Context: an optimization exercise on an open-source flow, tuned for small area. The choices shown serve that exercise and are no tape-out recipe.
Only simulation tests tie the RTL to the original design; equivalence was not proved.
Power is estimated from default activity; no workload was simulated.

Setup of job 7131:
==> flow/design.v <==
module rcloss #(
    parameter REGLEN = 19,
    parameter FEEDBACK = 0,
    parameter SYNCBITPOS = 0
) (
    input clock,
    input load,        
    input first,
    input keybit,      
    input majority,
    output exposed,
    output sync
);
    reg [REGLEN - 1:0] register;
    wire sh = (majority == register[SYNCBITPOS]);
    wire a = load ? ~first : sh;
    wire b = ~load & ~sh;
    wire [REGLEN - 1:0] shifted = {register[REGLEN - 2:1], register[0] & ~(load & first), ^(register & FEEDBACK)};
    wire [REGLEN - 1:0] inj = {{(REGLEN - 2){1'b0}}, keybit, 1'b0};
    always @(posedge clock)
        register <= (({REGLEN {a}} & shifted) | ({REGLEN {b}} & register)) ^ inj;
    assign exposed = register[REGLEN - 1];
    assign sync = register[SYNCBITPOS];
endmodule
module cipher (
    input in,
    input [85:0] seq,
    input clock,
    input control,
    input reset,
    output out
);
    reg [6:0] counter;
    always @(posedge clock)
        counter <= reset ? counter + 7'd1 : 7'd0;
    wire first = (counter == 7'd0);
    wire keybit = reset & seq[counter];
    wire F;
    wire outR1, outR2, outR3;
    wire syncR1, syncR2, syncR3;
    rcloss #(.REGLEN(19), .FEEDBACK(19'h07200), .SYNCBITPOS(8)) loss1 (
        .clock(clock), .load(reset), .first(first), .keybit(keybit),
        .majority(F), .exposed(outR1), .sync(syncR1));
    rcloss #(.REGLEN(22), .FEEDBACK(22'h300000), .SYNCBITPOS(10)) loss2 (
        .clock(clock), .load(reset), .first(first), .keybit(keybit),
        .majority(F), .exposed(outR2), .sync(syncR2));
    rcloss #(.REGLEN(23), .FEEDBACK(23'h700100), .SYNCBITPOS(10)) loss3 (
        .clock(clock), .load(reset), .first(first), .keybit(keybit),
        .majority(F), .exposed(outR3), .sync(syncR3));
    assign F = syncR1 & syncR2 | syncR1 & syncR3 | syncR2 & syncR3;
    assign out = (control && !reset) ? in ^ outR1 ^ outR2 ^ outR3 : 1'b0;
endmodule
clock: 5.0 ns
lec_check: 0
abc_area: 1
cap_margin: 0
core_margin: 2
core_utilization: 40
slew_margin: 0
standard.sh (not shown) runs the stock make flow with config.mk's settings and CLKGATE_MAP_FILE= SYNTH_SCRIPT=/design/flow/synth_recipe.tcl, a recipe that flattens the netlist after the stock synthesis.
==> flow/flow/run.sh <==
#!/bin/bash
# Own layout flow: the standard layout, with an area-oriented ABC mapping
# in synthesis and the ports buffered with the smallest buffer.
set -euo pipefail
W=$(pwd)
export MY_WORK=$W
export MY_ABC_SCRIPT=$W/flow/abc.script
bash standard.sh SYNTH_SCRIPT=$W/flow/synth.tcl \
  "BUFFER_PORTS_ARGS=-buffer_cell sky130_fd_sc_hd__buf_1" "CTS_ARGS=-sink_clustering_enable -repair_clock_nets -dont_use_dummy_load -buf_list sky130_fd_sc_hd__clkbuf_4" finish > $W/make_finish.log 2>&1
==> flow/flow/abc.script <==
strash
&get -n
&dch -f
&nf -R 1000
&put
topo
==> flow/flow/synth.tcl <==
# The standard flow's synthesis script, with the technology mapping of the logic done by
# a different ABC script (flow/abc.script, area-oriented). The registers and
# everything else are as synth_recipe.tcl makes them.
proc abc {args} {
  set out {}
  set skip 0
  foreach a $args {
    if {$skip} { set skip 0; continue }
    if {$a eq "-script"} {
      lappend out -script $::env(MY_ABC_SCRIPT)
      set skip 1
      continue
    }
    lappend out $a
  }
  yosys abc {*}$out
}
source $::env(MY_WORK)/synth_recipe.tcl
Modified inputs, job 4558 compared to job 7131
--- a/flow/flow/run.sh
+++ b/flow/flow/run.sh
@@ -8,2 +8,2 @@
 bash standard.sh SYNTH_SCRIPT=$W/flow/synth.tcl \
-  "BUFFER_PORTS_ARGS=-buffer_cell sky130_fd_sc_hd__buf_1" "CTS_ARGS=-sink_clustering_enable -repair_clock_nets -dont_use_dummy_load -buf_list sky130_fd_sc_hd__clkbuf_4" finish > $W/make_finish.log 2>&1
+  "BUFFER_PORTS_ARGS=-buffer_cell sky130_fd_sc_hd__buf_1" finish > $W/make_finish.log 2>&1
--- a/flow/config.mk
+++ b/flow/config.mk
@@ -8,5 +8,5 @@
 export ABC_AREA = 1
-export CAP_MARGIN = 0
+export CAP_MARGIN = 20
 export CORE_MARGIN = 2
 export CORE_UTILIZATION = 40
-export SLEW_MARGIN = 0
+export SLEW_MARGIN = 20
==> comparison <==
Share of total power in combinational logic, job 7131 and job 4558: smaller value in job 4558. Job 7131 -> job 4558: post-synth net total flat. Job 4558 ends up with higher area growth from synthesis to layout than job 7131 does. Total routing resource utilization after global routing (job 4558 over job 7131): increase, 0.21 points. Job 4558: routed wire length is 64 um higher than what job 7131 reported. Against job 7131, job 4558 comes in 2 lower on first-pass iteration count of the detailed router. Relative to job 7131, setup slack after layout decreased by 0.013 ns in job 4558. Delta (job 4558 minus job 7131): number of buffers created by CTS ~0 delta; insertion delay of the later-clocked pin in the worst-skew pair -0.06 ns.
--- input diff job 4558..job 5618 ---
--- a/flow/flow/run.sh
+++ b/flow/flow/run.sh
@@ -8,2 +8,2 @@
 bash standard.sh SYNTH_SCRIPT=$W/flow/synth.tcl \
-  "BUFFER_PORTS_ARGS=-buffer_cell sky130_fd_sc_hd__buf_1" finish > $W/make_finish.log 2>&1
+  "BUFFER_PORTS_ARGS=-buffer_cell sky130_fd_sc_hd__buf_1" "CTS_ARGS=-sink_clustering_enable -repair_clock_nets -dont_use_dummy_load -buf_list sky130_fd_sc_hd__clkbuf_4 -sink_clustering_size 18 -sink_clustering_max_diameter 300 -root_buf sky130_fd_sc_hd__clkbuf_4" finish > $W/make_finish.log 2>&1
### Flow results
- Per the final summary, job 5618 finished and its layout is clean on timing, DRC and antenna.
- Per the comparison of job 5618 with job 4558, first-pass GRT wire length shrank by about 1.3%, sum of routed wire segments on met1 barely changed, cell area decreased about 4.3%.
- Job 5618: clock network fraction of total power lower than job 4558
- Number of enable-type register cells in the synthesized netlist came out exactly the same in job 4558 and job 5618.
--- input diff job 5618..job 4559 ---
==> flow/flow/run.sh <==
#!/bin/bash
# Own layout flow: the standard layout, with an area-oriented ABC mapping
# in synthesis and the ports buffered with the smallest buffer.
set -euo pipefail
W=$(pwd)
export MY_WORK=$W
export MY_ABC_SCRIPT=$W/flow/abc.script
bash standard.sh SYNTH_SCRIPT=$W/flow/synth.tcl \
  "BUFFER_PORTS_ARGS=-buffer_cell sky130_fd_sc_hd__buf_1" "CTS_ARGS=-sink_clustering_enable -repair_clock_nets -dont_use_dummy_load -buf_list sky130_fd_sc_hd__clkbuf_4" finish > $W/make_finish.log 2>&1
### Flow results
Comparing job 4559 against job 5618, there is no change at all in worst-path maximum fanout. As far as residual antenna-violating net count after detailed routing goes, job 5618 and job 4559 are indistinguishable; the numbers are identical. Going from job 5618 to job 4559, routed wire length held, worst hold path cell count held, layout cell share with drive strength beyond 1 held.
> inputs changed (job 4559 -> job 8849)
==> flow/run.sh (new file) <==
#!/bin/bash
# synth_recipe.tcl (not shown) runs the flow's synth.tcl, then flattens the netlist and writes it again
# the make line also repeats each setting of config.mk as NAME=value (left out here)
make -C /OpenROAD-flow-scripts/flow DESIGN_CONFIG=/design/flow/config.mk WORK_HOME=/design/flow/orfs CLKGATE_MAP_FILE= SYNTH_SCRIPT=/design/flow/synth_recipe.tcl finish
--- a/flow/config.mk
+++ b/flow/config.mk
@@ -7,3 +7,2 @@
 export LEC_CHECK = 0
-export ABC_AREA = 1
 export CAP_MARGIN = 20
removed: flow/flow/run.sh
removed: flow/flow/abc.script
removed: flow/flow/synth.tcl
removed: flow/standard.sh
[summary]
Measured against job 4559, the number of multi-input combinational cells in the layout of job 8849 comes out at 1.18 times the reference value.
Final design instance area without fill ended up 23% higher on job 8849 than on job 4559.
Job 8849 against job 4559: power density over the cells up 4.3%; number of signal-net buffers in the layout now larger; final period demand of the worst path went up.
The higher power in the clock group came out of job 8849.
Of job 4559 and job 8849, the lower worst-case setup margin in the final layout belongs to job 8849.
Count of routing violations after the opening detailed-route iteration, job 8849 vs job 4559: up by more than half

[static timing again, ports no longer ideal]
How much do the figures lean on ideal ports? The routed layouts below were timed once more, with nothing changed but the port constraints.
Step 1 (the two cells are an assumption about what drives the block):
set clk [get_ports {clock}]
set_driving_cell -lib_cell sky130_fd_sc_hd__clkbuf_16 $clk
set_driving_cell -lib_cell sky130_fd_sc_hd__buf_2 [delete_from_list [all_inputs] $clk]
Step 2 adds t to the input delays and takes it off the output delays; t is the mean of the earliest and latest rising clock arrival at the registers after step 1. Input paths then give back, and output paths get back, about the clock's delay inside the block.
Slacks: no drivers / after step 1 / after step 2; pairs: no drivers / after step 1.
run	t (ns)	setup slack, ns	worst register clock-pin slew, ns
job 7131	0.406	1.976 / 1.976 / 1.782	0.12 / 0.12
job 4558	0.360	1.963 / 1.963 / 1.963	0.08 / 0.08
job 5618	0.407	1.975 / 1.975 / 1.975	0.12 / 0.12
job 4559	0.407	1.975 / 1.975 / 1.975	0.12 / 0.12
job 8849	0.358	1.573 / 1.549 / 1.535	0.08 / 0.08
After both steps setup and hold are still met in every run listed. The setup slack of job 7131, which loses most, moves by 0.000 ns with the drivers and by -0.194 ns with both steps.
